Background: an optimization exercise with open tools, aiming at small area. Do not read the settings as production practice.
Only simulation tests tie the RTL to the original design; equivalence was not proved.
Power figures rest on the tool's default switching activity, not on a simulated workload.

==> flow/design.v <==
module sevenSegmentDriver(
     hex,
     seg
);
	input [3:0] hex;
	output [6:0] seg;
	reg [6:0] seg;
	always @(hex)
	begin
		case (hex)
			'h0 : seg = 7'b1000000;
			'h1 : seg = 7'b1111001;
			'h2 : seg = 7'b0100100;
			'h3 : seg = 7'b0110000;
			'h4 : seg = 7'b0011001;
			'h5 : seg = 7'b0010010;
			'h6 : seg = 7'b0000010;
			'h7 : seg = 7'b1111000;
			'h8 : seg = 7'b0000000;
			'h9 : seg = 7'b0010000;
			'ha : seg = 7'b0001000;  
			'hb : seg = 7'b1111111;  
			'hc : seg = 7'b1000110;  
			'hd : seg = 7'b1000111;  
			'he : seg = 7'b0000110;  
			'hf : seg = 7'b0001110;  
			default : seg = 7'b1111111; 
		endcase
	end
endmodule
`timescale 1ns / 1ps
module fpgaDriver(clk, rst, led0, led1, led2, led3, led4, led5, led6, led7, led8, led9,
	switch0, switch1, switch2, switch8, switch9,
	button0, button1, button2, button3,
	hex0, hex1, hex2, hex3, hex4, hex5
);
	input rst;
	input clk, switch0, switch1, switch2, switch8, switch9, button0, button1, button2, button3;
	output wire led0, led1, led2, led3, led4, led5, led6, led7, led8, led9;
	output wire [6:0] hex0, hex1, hex2, hex3, hex4, hex5;
	wire [1:0] deviceState;
	parameter showCartTotal = 'b01;
	parameter addItemToCart = 'b10;
	parameter removeItemFromCart = 'b11;
	assign led9 = deviceState[1];
	assign led8 = deviceState[0];
	assign deviceState[0] = switch8;
	assign deviceState[1] = switch9;
	wire inputState;
	assign led0 = inputState;
	assign led1 = 1'b0;
	assign led6 = 1'b0;
	assign led7 = 1'b0;
	assign inputState = switch0;
	reg [3:0] hexD0;
	reg [3:0] hexD1;
	reg [3:0] hexD2;
	reg [3:0] hexD3;
	reg [3:0] hexD4;
	reg [3:0] hexD5;
	sevenSegmentDriver sSegDriver0(hexD0, hex0);
	sevenSegmentDriver sSegDriver1(hexD1, hex1);
	sevenSegmentDriver sSegDriver2(hexD2, hex2);
	sevenSegmentDriver sSegDriver3(hexD3, hex3);
	sevenSegmentDriver sSegDriver4(hexD4, hex4);
	sevenSegmentDriver sSegDriver5(hexD5, hex5);
	reg [3:0] input3;
	reg [3:0] input2;
	reg [3:0] input1;
	reg [3:0] input0;
	reg [3:0] inputDisplay3;
	reg [3:0] inputDisplay2;
	reg [3:0] inputDisplay1;
	reg [3:0] inputDisplay0;
	reg [3:0] inputAmount;
	reg [3:0] inputDisplayAmount;
	reg inputCounter;
	reg buttonPressed;
	reg [15:0] inputtedId;
	reg [3:0] inputtedAmount;
	reg success;
	assign led2 = ~button0;
	assign led3 = ~button1;
	assign led4 = ~button2;
	assign led5 = ~button3;
	always @(posedge clk) begin
		if (rst) begin
			buttonPressed <= 0;
		end
		else if (~button3 || ~button2 || ~button1 || ~button0) begin
			buttonPressed <= 1;
		end
		else begin
			buttonPressed <= 0;
		end
	end
	always @(posedge clk) begin
		if (rst) begin
			input3 <= 'hb;
			input2 <= 'hb;
			input1 <= 'hb;
			input0 <= 'hb;
			inputAmount <= 'h0;
			inputDisplay3 <= 'hb;
			inputDisplay2 <= 'hb;
			inputDisplay1 <= 'hb;
			inputDisplay0 <= 'hb;
			inputDisplayAmount <= 'h0;
			inputCounter = 0;
			bananaCount = 'd0;
			potatoCount = 'd0;
			tomatoCount = 'd0;
			peachCount = 'd0;
			appleCount = 'd0;
			pineappleCount = 'd0;
			orangeCount = 'd0;
			mandarinCount = 'd0;
			cherryCount = 'd0;
			grapeCount = 'd0;
			pearCount = 'd0;
			cucumberCount = 'd0;
			cartItemCount = 'd0;
			cartTotal = 'd0;
		end
		else if (inputState == 1 && deviceState == addItemToCart && inputCounter == 0) begin
			if (input3 == 'hb) begin
				if (~button0) begin
					input3 <= 'h4;
					inputDisplay3 <= 'h4;
				end
				else if (~button1) begin
					input3 <= 'h3;
					inputDisplay3 <= 'h3;
				end
				else if (~button2) begin
					input3 <= 'h2;
					inputDisplay3 <= 'h2;
				end
				else if (~button3) begin
					input3 <= 'h1;
					inputDisplay3 <= 'h1;
				end
			end
			else if (input2 == 'hb) begin
				if (~button0) begin
					input2 <= 'h4;
					inputDisplay2 <= 'h4;
				end
				else if (~button1) begin
					input2 <= 'h3;
					inputDisplay2 <= 'h3;
				end
				else if (~button2) begin
					input2 <= 'h2;
					inputDisplay2 <= 'h2;
				end
				else if (~button3) begin
					input2 <= 'h1;
					inputDisplay2 <= 'h1;
				end
			end
			else if (input1 == 'hb) begin
				if (~button0) begin
					input1 <= 'h4;
					inputDisplay1 <= 'h4;
				end
				else if (~button1) begin
					input1 <= 'h3;
					inputDisplay1 <= 'h3;
				end
				else if (~button2) begin
					input1 <= 'h2;
					inputDisplay1 <= 'h2;
				end
				else if (~button3) begin
					input1 = 'h1;
					inputDisplay1 = 'h1;
				end
			end
			else if (input0 == 'hb) begin
				if (~button0) begin
					input0 <= 'h4;
					inputDisplay0 <= 'h4;
				end
				else if (~button1) begin
					input0 <= 'h3;
					inputDisplay0 <= 'h3;
				end
				else if (~button2) begin
					input0 <= 'h2;
					inputDisplay0 <= 'h2;
				end
				else if (~button3) begin
					input0 <= 'h1;
					inputDisplay0 <= 'h1;
				end
			end
			else if (inputAmount == 'h0) begin
				if (~button0) begin
					inputAmount <= 'h4;
					inputDisplayAmount <= 'h4;
				end
				else if (~button1) begin
					inputAmount <= 'h3;
					inputDisplayAmount <= 'h3;
				end
				else if (~button2) begin
					inputAmount <= 'h2;
					inputDisplayAmount <= 'h2;
				end
				else if (~button3) begin
					inputAmount <= 'h1;
					inputDisplayAmount <= 'h1;
				end
			end
			else if (input3 != 'hb && input2 != 'hb && input1 != 'hb && input0 != 'hb && inputAmount != 'h0) begin
				inputtedId = input3 * 1000 + input2 * 100 + input1 * 10 + input0;
				inputtedAmount = inputAmount;
				addItemToCartTask(inputtedId, inputtedAmount, success);
				input3 <= 'hb;
				input2 <= 'hb;
				input1 <= 'hb;
				input0 <= 'hb;
				inputAmount <= 'h0;
			end
			inputCounter = 1;
		end
		else if (inputState == 1 && deviceState == removeItemFromCart && inputCounter == 0) begin
			if (input3 == 'hb) begin
				if (~button0) begin
					input3 <= 'h4;
					inputDisplay3 <= 'h4;
				end
				else if (~button1) begin
					input3 <= 'h3;
					inputDisplay3 <= 'h3;
				end
				else if (~button2) begin
					input3 <= 'h2;
					inputDisplay3 <= 'h2;
				end
				else if (~button3) begin
					input3 <= 'h1;
					inputDisplay3 <= 'h1;
				end
			end
			else if (input2 == 'hb) begin
				if (~button0) begin
					input2 <= 'h4;
					inputDisplay2 <= 'h4;
				end
				else if (~button1) begin
					input2 <= 'h3;
					inputDisplay2 <= 'h3;
				end
				else if (~button2) begin
					input2 <= 'h2;
					inputDisplay2 <= 'h2;
				end
				else if (~button3) begin
					input2 <= 'h1;
					inputDisplay2 <= 'h1;
				end
			end
			else if (input1 == 'hb) begin
				if (~button0) begin
					input1 <= 'h4;
					inputDisplay1 <= 'h4;
				end
				else if (~button1) begin
					input1 <= 'h3;
					inputDisplay1 <= 'h3;
				end
				else if (~button2) begin
					input1 <= 'h2;
					inputDisplay1 <= 'h2;
				end
				else if (~button3) begin
					input1 = 'h1;
					inputDisplay1 = 'h1;
				end
			end
			else if (input0 == 'hb) begin
				if (~button0) begin
					input0 <= 'h4;
					inputDisplay0 <= 'h4;
				end
				else if (~button1) begin
					input0 <= 'h3;
					inputDisplay0 <= 'h3;
				end
				else if (~button2) begin
					input0 <= 'h2;
					inputDisplay0 <= 'h2;
				end
				else if (~button3) begin
					input0 <= 'h1;
					inputDisplay0 <= 'h1;
				end
			end
			else if (input3 != 'hb && input2 != 'hb && input1 != 'hb && input0 != 'hb) begin
				inputtedId = input3 * 1000 + input2 * 100 + input1 * 10 + input0;
				removeItemFromCartTask(inputtedId, success);
				input3 <= 'hb;
				input2 <= 'hb;
				input1 <= 'hb;
				input0 <= 'hb;
			end
			inputCounter = 1;
		end
		else if (inputCounter == 1 && buttonPressed == 0) begin
			inputCounter = 0;
		end
		else if (~button3 && ~button2) begin
			input3 <= 'hb;
			input2 <= 'hb;
			input1 <= 'hb;
			input0 <= 'hb;
			inputAmount <= 'h0;
			inputDisplay3 <= 'hb;
			inputDisplay2 <= 'hb;
			inputDisplay1 <= 'hb;
			inputDisplay0 <= 'hb;
			inputDisplayAmount <= 'h0;
		end
	end
	always @* begin
		case (deviceState)
			showCartTotal:
				begin
					hexD0 = cartTotal % 10;
					hexD1 = (cartTotal % 100) / 10;
					hexD2 = (cartTotal % 1000) / 100;
					hexD3 = (cartTotal % 10000) / 1000 == 0 ? 'hb : (cartTotal % 10000) / 1000;
					hexD4 = (cartTotal % 100000) / 10000 == 0 ? 'hb : (cartTotal % 100000) / 10000;
					hexD5 = (cartTotal / 100000) == 0 ? 'hb : cartTotal / 100000;
				end
			addItemToCart:
				begin
					if (inputDisplay3 == 'hb) begin
						hexD0 = 'h0;
						hexD1 = 'h0;
						hexD2 = 'ha;
						hexD3 = 'hb;
						hexD4 = 'hb;
						hexD5 = 'hb;
					end
					else begin
						hexD0 = inputDisplayAmount;
						hexD1 = 'hb;
						hexD2 = inputDisplay0;
						hexD3 = inputDisplay1;
						hexD4 = inputDisplay2;
						hexD5 = inputDisplay3;
					end
				end
			removeItemFromCart:
				begin
					if (inputDisplay3 == 'hb) begin
						hexD0 = 'hd;
						hexD1 = 'he;
						hexD2 = 'h0;
						hexD3 = 'hb;
						hexD4 = 'hb;
						hexD5 = 'hb;
					end
					else begin
						hexD0 = 'hb;
						hexD1 = inputDisplay0;
						hexD2 = inputDisplay1;
						hexD3 = inputDisplay2;
						hexD4 = inputDisplay3;
						hexD5 = 'hb;
					end
				end
			default:
				begin
					hexD0 = 'hb;
					hexD1 = 'hb;
					hexD2 = 'hb;
					hexD3 = 'hb;
					hexD4 = 'hb;
					hexD5 = 'hb;
				end
		endcase
	end
	reg [3:0] bananaCount;
	reg [3:0] potatoCount;
	reg [3:0] tomatoCount;
	reg [3:0] peachCount;
	reg [3:0] appleCount;
	reg [3:0] pineappleCount;
	reg [3:0] orangeCount;
	reg [3:0] mandarinCount;
	reg [3:0] cherryCount;
	reg [3:0] grapeCount;
	reg [3:0] pearCount;
	reg [3:0] cucumberCount;
	reg [4:0] cartItemCount;
	reg [15:0] cartTotal;
	parameter viewItemsMode = 1'b0;
	parameter viewCartMode = 1'b1;
	parameter addItemMode = 1'b0;
	parameter removeItemMode = 1'b1;
	parameter bananaId = 'd3124;
	parameter potatoId = 'd4132;
	parameter tomatoId = 'd4133;
	parameter peachId = 'd3121;
	parameter appleId = 'd3133;
	parameter pineappleId = 'd3214;
	parameter orangeId = 'd1111;
	parameter mandarinId = 'd2222;
	parameter cherryId = 'd3333;
	parameter grapeId = 'd4444;
	parameter pearId = 'd1122;
	parameter cucumberId = 'd3344;
	parameter bananaPrice = 'd250;
	parameter potatoPrice = 'd50 ;
	parameter tomatoPrice = 'd75;
	parameter peachPrice = 'd200;
	parameter applePrice = 'd100;
	parameter pineapplePrice = 'd995;
	parameter orangePrice = 'd450;
	parameter mandarinPrice = 'd300;
	parameter cherryPrice = 'd400;
	parameter grapePrice = 'd600;
	parameter pearPrice = 'd500;
	parameter cucumberPrice = 'd150;
	parameter maxItemTypeInCart= 'd6;
	parameter maxItemCountOfOneType = 'd4;
	task addItemToCartTask;
		input [15:0] addedItemId;
		input [3:0] addedItemAmount;
		output success;
		begin
			if (cartItemCount < maxItemTypeInCart) begin
				case (addedItemId)
				bananaId:
					begin
						if (bananaCount < maxItemCountOfOneType) begin
							if ((bananaCount + addedItemAmount) <= maxItemCountOfOneType) begin
								if (bananaCount == 'd0) begin
									cartItemCount = cartItemCount + 'd1;
								end
								bananaCount = bananaCount + addedItemAmount;
								cartTotal = cartTotal + (addedItemAmount * bananaPrice);
								success = 'b1;
							end
							else begin
								success = 'b0;
							end
						end
						else begin
							success = 'b0;
						end
					end
				potatoId:
					begin
						if (potatoCount < maxItemCountOfOneType) begin
							if ((potatoCount + addedItemAmount) <= maxItemCountOfOneType) begin
								if (potatoCount == 'd0) begin
									cartItemCount = cartItemCount + 'd1;
								end
								potatoCount = potatoCount+ addedItemAmount;
								cartTotal = cartTotal + (addedItemAmount * potatoPrice);
								success = 'b1;
							end
							else begin
								success = 'b0;
							end
						end
						else begin
							success = 'b0;
						end
					end
				tomatoId:
					begin
						if (tomatoCount < maxItemCountOfOneType) begin
							if ((tomatoCount + addedItemAmount) <= maxItemCountOfOneType) begin
								if (tomatoCount == 'd0) begin
									cartItemCount = cartItemCount + 'd1;
								end
								tomatoCount = tomatoCount + addedItemAmount;
								cartTotal = cartTotal + (addedItemAmount * tomatoPrice);
								success = 'b1;
							end
							else begin
								success = 'b0;
							end
						end
						else begin
							success = 'b0;
						end
					end
				peachId:
					begin
						if (peachCount < maxItemCountOfOneType) begin
							if ((peachCount + addedItemAmount) <= maxItemCountOfOneType) begin
								if (peachCount == 'd0) begin
									cartItemCount = cartItemCount + 'd1;
								end
								peachCount = peachCount+ addedItemAmount;
								cartTotal = cartTotal + (addedItemAmount * peachPrice);
								success = 'b1;
							end
							else begin
								success = 'b0;
							end
						end
						else begin
							success = 'b0;
						end
					end
				appleId:
					begin
						if (appleCount < maxItemCountOfOneType) begin
							if ((appleCount + addedItemAmount) <= maxItemCountOfOneType) begin
								if (appleCount == 'd0) begin
									cartItemCount = cartItemCount + 'd1;
								end
								appleCount = appleCount+ addedItemAmount;
								cartTotal = cartTotal + (addedItemAmount * applePrice);
								success = 'b1;
							end
							else begin
								success = 'b0;
							end
						end
						else begin
							success = 'b0;
						end
					end
				pineappleId:
					begin
						if (pineappleCount < maxItemCountOfOneType) begin
							if ((pineappleCount + addedItemAmount) <= maxItemCountOfOneType) begin
								if (pineappleCount == 'd0) begin
									cartItemCount = cartItemCount + 'd1;
								end
								pineappleCount = pineappleCount + addedItemAmount;
								cartTotal = cartTotal + (addedItemAmount * pineapplePrice);
								success = 'b1;
							end
							else begin
								success = 'b0;
							end
						end
						else begin
							success = 'b0;
						end
					end
				orangeId:
					begin
						if (orangeCount < maxItemCountOfOneType) begin
							if ((orangeCount + addedItemAmount) <= maxItemCountOfOneType) begin
								if (orangeCount == 'd0) begin
									cartItemCount = cartItemCount + 'd1;
								end
								orangeCount = orangeCount + addedItemAmount;
								cartTotal = cartTotal + (addedItemAmount * orangePrice);
								success = 'b1;
							end
							else begin
								success = 'b0;
							end
						end
						else begin
							success = 'b0;
						end
					end
				mandarinId:
					begin
						if (mandarinCount < maxItemCountOfOneType) begin
							if ((mandarinCount + addedItemAmount) <= maxItemCountOfOneType) begin
								if (mandarinCount == 'd0) begin
									cartItemCount = cartItemCount + 'd1;
								end
								mandarinCount = mandarinCount + addedItemAmount;
								cartTotal = cartTotal + (addedItemAmount * mandarinPrice);
							end
							else begin
								success = 'b0;
							end
						end
						else begin
							success = 'b0;
						end
					end
				cherryId:
					begin
						if (cherryCount < maxItemCountOfOneType) begin
							if ((cherryCount + addedItemAmount) <= maxItemCountOfOneType) begin
								if (cherryCount == 'd0) begin
									cartItemCount = cartItemCount + 'd1;
								end
								cherryCount = cherryCount + addedItemAmount;
								cartTotal = cartTotal + (addedItemAmount * cherryPrice);
								success = 'b1;
							end
							else begin
								success = 'b0;
							end
						end
						else begin
							success = 'b0;
						end
					end
				grapeId:
					begin
						if (grapeCount < maxItemCountOfOneType) begin
							if ((grapeCount + addedItemAmount) <= maxItemCountOfOneType) begin
								if (grapeCount == 'd0) begin
									cartItemCount = cartItemCount + 'd1;
								end
								grapeCount = grapeCount + addedItemAmount;
								cartTotal = cartTotal + (addedItemAmount * grapePrice);
								success = 'b1;
							end
							else begin
								success = 'b0;
							end
						end
						else begin
							success = 'b0;
						end
					end
				pearId:
					begin
						if (pearCount < maxItemCountOfOneType) begin
							if ((pearCount + addedItemAmount) <= maxItemCountOfOneType) begin
								if (pearCount == 'd0) begin
									cartItemCount = cartItemCount + 'd1;
								end
								pearCount = pearCount + addedItemAmount;
								cartTotal = cartTotal + (addedItemAmount * pearPrice);
								success = 'b1;
							end
							else begin
								success = 'b0;
							end
						end
						else begin
							success = 'b0;
						end
					end
				cucumberId:
					begin
						if (cucumberCount < maxItemCountOfOneType) begin
							if ((cucumberCount + addedItemAmount) <= maxItemCountOfOneType) begin
								if (cucumberCount == 'd0) begin
									cartItemCount = cartItemCount + 'd1;
								end
								cucumberCount = cucumberCount + addedItemAmount;
								cartTotal = cartTotal + (addedItemAmount * cucumberPrice);
								success = 'b1;
							end
							else begin
								success = 'b0;
							end
						end
						else begin
							success = 'b0;
						end
					end
				endcase
			end
			else begin
				success = 'b0;
			end
		end
	endtask
	task removeItemFromCartTask;
		input [15:0] removedItemId;
		output success;
		begin
			if (cartItemCount > 'd0) begin
				case (removedItemId)
				bananaId:
					begin
						if (bananaCount > 'd0) begin
							cartTotal = cartTotal - (bananaCount * bananaPrice);
							bananaCount = 'd0;
							cartItemCount = cartItemCount - 'd1;
							success = 'b1;
						end
						else begin
							success = 'b0;
						end
					end
				potatoId:
					begin
						if (potatoCount > 'd0) begin
							cartTotal = cartTotal - (potatoCount * potatoPrice);
							potatoCount = 'd0;
							cartItemCount = cartItemCount - 'd1;
							success = 'b1;
						end
						else begin
							success = 'b0;
						end
					end
				tomatoId:
					begin
						if (tomatoCount > 'd0) begin
							cartTotal = cartTotal - (tomatoCount * tomatoPrice);
							tomatoCount = 'd0;
							cartItemCount = cartItemCount - 'd1;
							success = 'b1;
						end
						else begin
							success = 'b0;
						end
					end
				peachId:
					begin
						if (peachCount > 'd0) begin
							cartTotal = cartTotal - (peachCount * peachPrice);
							peachCount = 'd0;
							cartItemCount = cartItemCount - 'd1;
							success = 'b1;
						end
						else begin
							success = 'b0;
						end
					end
				appleId:
					begin
						if (appleCount > 'd0) begin
							cartTotal = cartTotal - (appleCount * applePrice);
							appleCount = 'd0;
							cartItemCount = cartItemCount - 'd1;
							success = 'b1;
						end
						else begin
							success = 'b0;
						end
					end
				pineappleId:
					begin
						if (pineappleCount > 'd0) begin
							cartTotal = cartTotal - (pineappleCount * pineapplePrice);
							pineappleCount = 'd0;
							cartItemCount = cartItemCount - 'd1;
							success = 'b1;
						end
						else begin
							success = 'b0;
						end
					end
				orangeId:
					begin
						if (orangeCount > 'd0) begin
							cartTotal = cartTotal - (orangeCount * orangePrice);
							orangeCount = 'd0;
							cartItemCount = cartItemCount - 'd1;
							success = 'b1;
						end
						else begin
							success = 'b0;
						end
					end
				mandarinId:
					begin
						if (mandarinCount > 'd0) begin
							cartTotal = cartTotal - (mandarinCount * mandarinPrice);
							mandarinCount = 'd0;
							cartItemCount = cartItemCount - 'd1;
							success = 'b1;
						end
						else begin
							success = 'b0;
						end
					end
				cherryId:
					begin
						if (cherryCount > 'd0) begin
							cartTotal = cartTotal - (cherryCount * cherryPrice);
							cherryCount = 'd0;
							cartItemCount = cartItemCount - 'd1;
							success = 'b1;
						end
						else begin
							success = 'b0;
						end
					end
				grapeId:
					begin
						if (grapeCount > 'd0) begin
							cartTotal = cartTotal - (grapeCount * grapePrice);
							grapeCount = 'd0;
							cartItemCount = cartItemCount - 'd1;
							success = 'b1;
						end
						else begin
							success = 'b0;
						end
					end
				pearId:
					begin
						if (pearCount > 'd0) begin
							cartTotal = cartTotal - (pearCount * pearPrice);
							pearCount = 'd0;
							cartItemCount = cartItemCount - 'd1;
							success = 'b1;
						end
						else begin
							success = 'b0;
						end
					end
				cucumberId:
					begin
						if (cucumberCount > 'd0) begin
							cartTotal = cartTotal - (cucumberCount * cucumberPrice);
							cucumberCount = 'd0;
							cartItemCount = cartItemCount - 'd1;
							success = 'b1;
						end
						else begin
							success = 'b0;
						end
					end
				endcase
			end
			else begin
			success = 'b0;
			end
		end
	endtask
endmodule
==> flow/run.sh <==
#!/bin/bash
# synth_recipe.tcl (not shown) runs the flow's synth.tcl, then flattens the netlist and writes it again
# the make line also repeats each setting of config.mk as NAME=value (left out here)
make -C /OpenROAD-flow-scripts/flow DESIGN_CONFIG=/design/flow/config.mk WORK_HOME=/design/flow/orfs CLKGATE_MAP_FILE= SYNTH_SCRIPT=/design/flow/synth_recipe.tcl finish
==> flow/config.mk <==
export PLATFORM = sky130hd
export DESIGN_NAME = fpgaDriver
export DESIGN_NICKNAME = fpgaDriver
export VERILOG_FILES = /design/flow/design.v
export SDC_FILE = /design/flow/constraint.sdc
export NUM_CORES = 4
export LEC_CHECK = 0
export CAP_MARGIN = 20
export CORE_MARGIN = 2
export CORE_UTILIZATION = 40
export SLEW_MARGIN = 20
==> flow/constraint.sdc <==
create_clock -name core_clock -period 25.0 [get_ports {clk}]
set_input_delay 5.0000 -clock core_clock [delete_from_list [all_inputs] [get_ports {clk}]]
set_output_delay 5.0000 -clock core_clock [all_outputs]
set_load 0.01 [all_outputs]
==> insert_results.sql <==
INSERT INTO impl_metrics (metric_group, metric, value, unit) VALUES
('detailed_routing', 'drt_first_iter_violations', '2937', ''),
('floorplanning', 'row_count', '107', ''),
('timing', 'slew_headroom', '28.7', '%'),
('detailed_routing', 'route.antenna.remaining_nets', '0', ''),
('power_and_ir_drop', 'max-vdd-ir-drop', '37.4', 'uV'),
('placed_design', 'numPortBuffers', '57', ''),
('global_route', 'maximum_number_of_pins_on_one_net_before_global_route_repair', '57', ''),
('layout', 'largest_register_ff_count', '16', ''),
('synth', 'synth_top_area_share', '17.0', '%'),
('floorplanning', 'die_height', '296', 'um'),
('clock_tree', 'clkSinkCount', '109', ''),
('synth', 'avgSynthCellArea', '7.35', 'um2'),
('layout', 'n_antenna_cell', '0', ''),
('timing', 'timing.final.crit_share', '80.6', '%'),
('critical_path', 'cp.arrival', '15.15', 'ns'),
('layout', 'drive_above_1_share', '5.03', '%'),
('global_route', 'gr-total-overflow', '0', ''),
('layout', 'post-route-util', '42.3', '%'),
('global_route', 'global_route.usage.total', '24.6', '%'),
('clock_tree', 'clkTransAtPathRegs', '0.11', 'ns'),
('hold_path', 'worst_hold_path.num_cells', '2', ''),
('clock_tree', 'root_buffer', 'sky130_fd_sc_hd__clkbuf_16', ''),
('critical_path', 'rr_worst_depth', '42', ''),
('critical_path', 'critical_path.startpoint_type', 'register', ''),
('clock_tree', 'cts_max_path_buffers', '2', ''),
('layout', 'finish.instance_area', '35900', 'um2'),
('detailed_routing', 'routed_wire_length_per_instance', '19.3', 'um'),
('timing', 'timing_worst_slew_pin_value', '1.06', 'ns'),
('placed_design', 'place.detailed.instances', '5697', ''),
('synth', 'ys_async_sr_fraction', '0', '%'),
('layout', 'area_growth_syn_to_layout', '5.11', '%'),
('timing', 'final_max_slew_viol_count', '0', ''),
('clock_tree', 'cts_max_level', '3', ''),
('job', 'maxCapViolCount', '0', ''),
('power_and_ir_drop', 'power.density_cell_area', '19.5', 'nW/um2'),
('detailed_routing', 'detail_route.drc_violations', '0', ''),
('synth', 'synth.yosys.warnings', '2', ''),
('critical_path', 'critPathSlowestCell', 'sky130_fd_sc_hd__mux2i_2', ''),
('hold_path', 'hold_path.class', 'register to register', ''),
('timing', 'finalSetupViolCount', '0', ''),
('timing', 'fin_crit', '20.15', 'ns'),
('run_status', 'status', 'finished clean', ''),
('timing', 'fmax', '0.0496', 'GHz'),
('global_route', 'grt_antenna_before_repair', '3', ''),
('detailed_routing', 'num_vias', '34900', ''),
('timing', 'final-hold-violation-count', '0', ''),
('detailed_routing', 'drt-pass1-iter-count', '8', ''),
('floorplanning', 'initial_utilization', '40.2', '%'),
('synth', 'syn-instance-count', '4645', ''),
('placed_design', 'placed_cell_area', '35600', 'um2'),
('timing', 'fin_skew', '0.0226', 'ns'),
('clock_tree', 'postCtsSetupRepairBufs', '0', ''),
('synth', 'flip_flop_and_latch_count_after_synthesis', '109', ''),
('floorplanning', 'die-area', '87700', 'um2'),
('critical_path', 'end_kind', 'primary output', ''),
('critical_path', 'crit_fanout', '17', ''),
('floorplanning', 'die_x', '296', 'um'),
('timing', 'rsz0062_at_grt', 'false', ''),
('placed_design', 'post_dp_hpwl', '83800', 'um'),
('detailed_routing', 'finalWirelength', '110000', 'um'),
('layout', 'layout.cells.non_filler', '5713', ''),
('clock_tree', 'worst_skew_pair.late_latency', '0.41', 'ns'),
('detailed_routing', 'avgViaCountPerCell', '6.11', ''),
('critical_path', 'cp_slowest_stage_delay', '0.81', 'ns'),
('clock_tree', 'tritoncts_clock_tree', 'done', ''),
('placed_design', 'gp_congestion', '0.968', ''),
('synth', 'synth.largest_area_cell', 'sky130_fd_sc_hd__ha_1', ''),
('synth', 'ys.flop_type', 'sky130_fd_sc_hd__dfxtp_1', ''),
('synth', 'synth.area.top_cells', 'sky130_fd_sc_hd__ha_1 (17%), sky130_fd_sc_hd__dfxtp_1 (6.4%), sky130_fd_sc_hd__xnor2_1 (6.0%)', ''),
('global_route', 'grt_first_pass_wirelength', '176000', 'um'),
('critical_path', 'timing.critical_path.required', '20.00', 'ns');
[cells by family (layout without fill, tap and decap cells)]
kind of cell,Yosys count,after routing,share of synthesized area [%]
compound gates,1550,1550,31.5
xor+xnor,337,337,8.69
fa+ha+maj,573,573,22.9
buf+inv,545,467,6.69
flops,109,109,6.39
mux,82,82,2.53
other cells,1,3,0.0110
simple gates,1448,1448,21.3
[worst max-delay path, delay by kind of cell, from the launching register on]
kind | cells | cell delay, ns
fa+ha+maj | 2 | 0.55
buf+inv | 3 | 1.02
compound gates | 24 | 7.89
flops | 1 | 0.35
mux | 3 | 1.62
simple gates | 12 | 3.27
[worst paths after layout]
| path | from | endpoint | slack [ns] |
|---|---|---|---|
| max | cartTotal[14] | hex1[3] | 4.85 |
| max reg2reg | input3[2] | cartTotal[15] | 14.81 |
| min reg2reg | inputDisplay2[3] | inputDisplay2[3] | 0.48 |
| min | inputDisplay2[3] | inputDisplay2[3] | 0.48 |
[report_power, final]
group	internal, W	leakage (nW)	switching (W)	total, W
logic	0.000143	14.3	0.000212	0.000354
clock network	0.0000728	0.148	0.0000928	0.000166
registers	0.000176	0.888	0.00000375	0.000180
[cell usage after synthesis (all sizes together) (109+ instances only)]
| library cell | n |
|---|---|
| o21ai | 289 |
| ha | 464 |
| nor2 | 360 |
| nand3 | 148 |
| a21o | 132 |
| nor3 | 131 |
| xnor2 | 236 |
| nand2 | 342 |
| clkbuf | 127 |
| a21oi | 358 |
| inv | 339 |
| dfxtp | 109 |
[final cells by class]
type	count	area, um2
well taps	1144	1430
fillers	8985	49000
clock buffers	9	225
flip-flops and latches	109	2200
repair buffers	106	936
clock inverters	7	82.6
inverters	345	1290
multi-input cells	3993	29700
[layout by cell type, fill, tap and decap left out, types with 58 or more instances in the layout]
| master | synthesis | layout |
|---|---|---|
| sky130_fd_sc_hd__nand2b_1 | 84 | 84 |
| sky130_fd_sc_hd__xor2_1 | 101 | 101 |
| sky130_fd_sc_hd__nor3_1 | 124 | 124 |
| sky130_fd_sc_hd__a21oi_1 | 353 | 353 |
| sky130_fd_sc_hd__fa_1 | 92 | 92 |
| sky130_fd_sc_hd__a21o_1 | 132 | 132 |
| sky130_fd_sc_hd__o21ai_0 | 270 | 270 |
| sky130_fd_sc_hd__nand2_1 | 342 | 342 |
| sky130_fd_sc_hd__dfxtp_1 | 109 | 96 |
| sky130_fd_sc_hd__inv_1 | 338 | 338 |
| sky130_fd_sc_hd__nand3_1 | 145 | 145 |
| sky130_fd_sc_hd__nor2_1 | 357 | 356 |
| sky130_fd_sc_hd__xnor2_1 | 234 | 234 |
| sky130_fd_sc_hd__a211oi_1 | 61 | 61 |
| sky130_fd_sc_hd__mux2i_1 | 58 | 58 |
| sky130_fd_sc_hd__ha_1 | 464 | 464 |
| sky130_fd_sc_hd__a31oi_1 | 65 | 65 |
[stage by stage]
step           setup slack (ns)  hold slack [ns]
6_report                   4.85            0.477
5_1_grt                    3.80            0.499
4_1_cts                    5.07            0.481
2_1_floorplan              8.16            0.436
3_3_place_gp               5.59            0.463
3_5_place_dp               5.54            0.466
[routing by layer]
metal / vias to the layer above / track usage (%) / routed length, um
li1: 17000 / - / -
met1: 16600 / 33.0 / 49900
met2: 1113 / 41.8 / 51500
met3: 184 / 1.96 / 5980
met4: 2 / 7.10 / 3000
met5: - / 0 / 13

-- separate check: timing with driven ports --
No port has a modelled driver above. Below, the same layout with a new extraction and two added sets of constraints. Step 1 sets driving cells, clkbuf_16 on the clock port and buf_2 on the other inputs (assumed; they add their load-dependent delay and slew). Step 2 adds t to the input delays and takes it off the output delays; t is the mean of the earliest and latest rising clock arrival at the registers after step 1. Input paths then give back, and output paths get back, about the clock's delay inside the block. Slacks: ideal / step 1 / step 2; pairs: ideal / step 1.
t, ns: 0.457
slack for setup (ns): 4.849 / 4.794 / 5.250
worst hold slack (ns): 0.477 / 0.477 / 0.477
latest minus earliest clock arrival (ns): 0.024 / 0.023
After both steps this run still meets setup and hold. For this run, drivers alone change the setup slack by -0.055 ns; drivers and shift together by +0.401 ns.
